Source: an optimization exercise on an open RTL-to-GDS flow (aim: small area). Production flows keep margins and buffers that such runs may drop.
Only simulation tests tie the RTL to the original design; equivalence was not proved.
No driver is modelled on the clock port, so clock power and skew are understated where the tree is cut down; a real chip needs a root buffer or a tree.
Power and IR drop assume default switching activity.

==> flow/design.v (excerpt) <==
module top_module(
    input clk,
    input reset,
    input ena,
    output pm,
    output [7:0] hh,
    output [7:0] mm,
    output [7:0] ss);
Size in the first run: roughly 89 cells after synthesis, about 20 flip-flops, ~780 um2 of cells after synthesis.
==> flow/config.mk <==
export PLATFORM = sky130hd
export DESIGN_NAME = top_module
export DESIGN_NICKNAME = top_module
export VERILOG_FILES = /design/flow/design.v
export SDC_FILE = /design/flow/constraint.sdc
export NUM_CORES = 4
export LEC_CHECK = 0
export CAP_MARGIN = 20
export CORE_AREA = 2.3 2.72 60.72 59.84
export DIE_AREA = 0 0 63 63
export SLEW_MARGIN = 20
==> flow/constraint.sdc <==
create_clock -name core_clock -period 5.0 [get_ports {clk}]
set_input_delay 1.0000 -clock core_clock [delete_from_list [all_inputs] [get_ports {clk}]]
set_output_delay 1.0000 -clock core_clock [all_outputs]
set_load 0.01 [all_outputs]
standard.sh (not shown) runs the stock make flow with config.mk's settings and CLKGATE_MAP_FILE= SYNTH_SCRIPT=/design/flow/synth_recipe.tcl, a recipe that flattens the netlist after the stock synthesis.
==> flow/flow/run.sh <==
#!/bin/bash
# Standard layout (standard.sh) with these changes:
#  - synthesis maps logic with an area-recovery ABC script (flow/area.abc);
#  - port buffers use the smallest buffer, sky130_fd_sc_hd__buf_1;
#  - the clock tree is one clock buffer (flow/cts_one_buffer.tcl);
#  - one tie cell drives all constant outputs.
set -euo pipefail
export MY_WORK_DIR=$PWD
export MY_FLOW_DIR=$PWD/flow
export MY_CLOCK_BUFFER=sky130_fd_sc_hd__clkbuf_8
export BUFFER_PORTS_ARGS="-buffer_cell sky130_fd_sc_hd__buf_1"
export PRE_CTS_TCL=$MY_FLOW_DIR/cts_one_buffer.tcl
export SKIP_REPAIR_TIE_FANOUT=1
bash standard.sh SYNTH_SCRIPT=$MY_FLOW_DIR/synth_area.tcl finish > standard.log 2>&1
==> flow/flow/area.abc <==
strash
&get -n
&fraig -x
&put
scorr
dc2
dretime
strash
&get -n
&dch -f
&nf -R 1000 -p
&put
==> flow/flow/cts_one_buffer.tcl <==
# PRE_CTS_TCL hook: the design has only a few registers, so the clock tree is a
# single clock buffer placed at the centroid of the registers' clock pins.
# clock_tree_synthesis is then a no-op for the rest of the CTS step.
set block [ord::get_db_block]
set sx 0
set sy 0
set n 0
foreach it [[$block findNet clk] getITerms] {
  set inst [$it getInst]
  set box [$inst getBBox]
  set sx [expr { $sx + ([$box xMin] + [$box xMax]) / 2 }]
  set sy [expr { $sy + ([$box yMin] + [$box yMax]) / 2 }]
  incr n
}
set dbu [$block getDbUnitsPerMicron]
set cx [expr { double($sx) / $n / $dbu }]
set cy [expr { double($sy) / $n / $dbu }]
puts "clock: $n sinks, buffer at ($cx, $cy)"
insert_buffer -buffer_cell $::env(MY_CLOCK_BUFFER) -net clk \
  -location [list $cx $cy] -buffer_name clkbuf_root -net_name clknet_root
proc clock_tree_synthesis { args } {
  puts "clock_tree_synthesis skipped: clock buffered by cts_one_buffer.tcl"
  set_propagated_clock [all_clocks]
}
==> flow/flow/synth_area.tcl <==
# The standard synthesis (synth_recipe.tcl), with one change: the
# combinational mapping runs flow/area.abc, an area-recovery ABC script.
# Registers are mapped by dfflibmap before abc and are left as they are.
proc abc {args} {
  set i [lsearch -exact $args -script]
  if { $i >= 0 } {
    lset args [expr { $i + 1 }] $::env(MY_FLOW_DIR)/area.abc
  }
  yosys abc {*}$args
}
source $::env(MY_WORK_DIR)/synth_recipe.tcl
Edit:
--- a/flow/flow/run.sh
+++ b/flow/flow/run.sh
@@ -9,3 +9,3 @@
 export MY_FLOW_DIR=$PWD/flow
-export MY_CLOCK_BUFFER=sky130_fd_sc_hd__clkbuf_8
+export MY_CLOCK_BUFFER=sky130_fd_sc_hd__clkbuf_4
 export BUFFER_PORTS_ARGS="-buffer_cell sky130_fd_sc_hd__buf_1"
==> flow/flow/area.abc (replaced) <==
strash
&get -n
&fraig -x
&put
scorr
dc2
dretime
strash
&get -n
&dch -f
&nf -R 1000
&put
--- a/flow/flow/cts_one_buffer.tcl
+++ b/flow/flow/cts_one_buffer.tcl
@@ -20,2 +20,4 @@
   -location [list $cx $cy] -buffer_name clkbuf_root -net_name clknet_root
+[$block findNet clknet_root] setSigType CLOCK
+[$block findNet clk] setSigType CLOCK
 proc clock_tree_synthesis { args } {
Settings changed: CORE_AREA 2.3 2.72 60.72 59.84 to 3 3 47 47, DIE_AREA 0 0 63 63 to 0 0 50 50.
Now the flow stopped in clock tree synthesis.
Synthesized area hardly moves.
Synthesized cell count stays the same.
Edit:
--- a/flow/flow/run.sh
+++ b/flow/flow/run.sh
@@ -9,3 +9,3 @@
 export MY_FLOW_DIR=$PWD/flow
-export MY_CLOCK_BUFFER=sky130_fd_sc_hd__clkbuf_4
+export MY_CLOCK_BUFFER=sky130_fd_sc_hd__buf_6
 export BUFFER_PORTS_ARGS="-buffer_cell sky130_fd_sc_hd__buf_1"
==> flow/flow/area.abc (replaced) <==
strash
dc2
strash
&get -n
&dch -f
&nf -R 1000 -p
&put
mfs3 -a
--- a/flow/flow/cts_one_buffer.tcl
+++ b/flow/flow/cts_one_buffer.tcl
@@ -20,4 +20,2 @@
   -location [list $cx $cy] -buffer_name clkbuf_root -net_name clknet_root
-[$block findNet clknet_root] setSigType CLOCK
-[$block findNet clk] setSigType CLOCK
 proc clock_tree_synthesis { args } {
Settings changed: CORE_AREA 3 3 47 47 to 2.3 2.72 60.72 59.84, DIE_AREA 0 0 50 50 to 0 0 63 63, PLACE_DENSITY set to 0.9.
Effect: With this change the flow finished clean; area after synthesis drops slightly; synthesized cell count does not change.
Edit:
==> flow/flow/run.sh (replaced) <==
#!/bin/bash
# Standard layout (standard.sh) with these changes:
#  - synthesis maps logic with an area-recovery ABC script (flow/area.abc);
#  - port buffers use the smallest buffer, sky130_fd_sc_hd__buf_1;
#  - CTS uses a small clock buffer and no dummy loads.
set -euo pipefail
export MY_WORK_DIR=$PWD
export MY_FLOW_DIR=$PWD/flow
export BUFFER_PORTS_ARGS="-buffer_cell sky130_fd_sc_hd__buf_1"
export CTS_ARGS="-sink_clustering_enable -repair_clock_nets -dont_use_dummy_load -root_buf sky130_fd_sc_hd__clkbuf_4 -buf_list sky130_fd_sc_hd__clkbuf_4 -sink_clustering_size 30 -sink_clustering_max_diameter 200"
bash standard.sh SYNTH_SCRIPT=$MY_FLOW_DIR/synth_area.tcl finish > standard.log 2>&1
==> flow/flow/area.abc (replaced) <==
strash
&get -n
&fraig -x
&put
scorr
dc2
dretime
strash
&get -n
&dch -f
&nf -R 1000
&put
Settings changed: CORE_AREA 2.3 2.72 60.72 59.84 to not set, CORE_MARGIN set to 2, CORE_UTILIZATION set to 70, CTS_BUF_LIST set to sky130_fd_sc_hd__clkbuf_2 sky130_fd_sc_hd__clkbuf_4, CTS_CLUSTER_DIAMETER set to 50, CTS_CLUSTER_SIZE set to 20, DIE_AREA 0 0 63 63 to not set, PLACE_DENSITY 0.9 to not set.
removed: flow/flow/cts_one_buffer.tcl
Effect:
- routed wire length goes up by 21%
- setup slack gets worse by 0.089 ns
- clock skew rises by 0.021 ns
- global-route usage climbs by 21 points
- final cell count went down by 18%
- core utilization came out higher by 63 points
- first-iteration DRC count rose to 2.7 times its value
- power rose by 9.9%
- clock power rises by 39%
- design area drops by 0.43%
In the first and third runs of this note the design's own scripts or RTL, not TritonCTS, make the clock network.

port drivers added, routing unchanged:
No port has a modelled driver above. Below, the same layouts with a new extraction and two added sets of constraints. Step 1 assumes that a clkbuf_16 drives the clock port and a buf_2 every other input. Step 2 also shifts input and output timing later by t, the mid clock arrival at the registers, as if the neighbouring blocks saw the same clock. Slacks: ideal / step 1 / step 2; pairs: ideal / step 1.
run | shift t [ns] | setup WS [ns] | clock arrival spread, ns | worst register clock-pin slew, ns
the first run | 0.191 | 2.222 / 2.224 / 2.034 | 0.002 / 0.001 | 0.12 / 0.12
the third run | 0.165 | 2.212 / 2.208 / 2.043 | 0.001 / 0.002 | 0.12 / 0.12
the fourth run | 0.315 | 2.123 / 2.118 / 1.803 | 0.022 / 0.023 | 0.12 / 0.12
After both steps setup and hold are still met in every run listed. The setup slack of the fourth run, which loses most, moves by -0.005 ns with the drivers and by -0.320 ns with both steps.
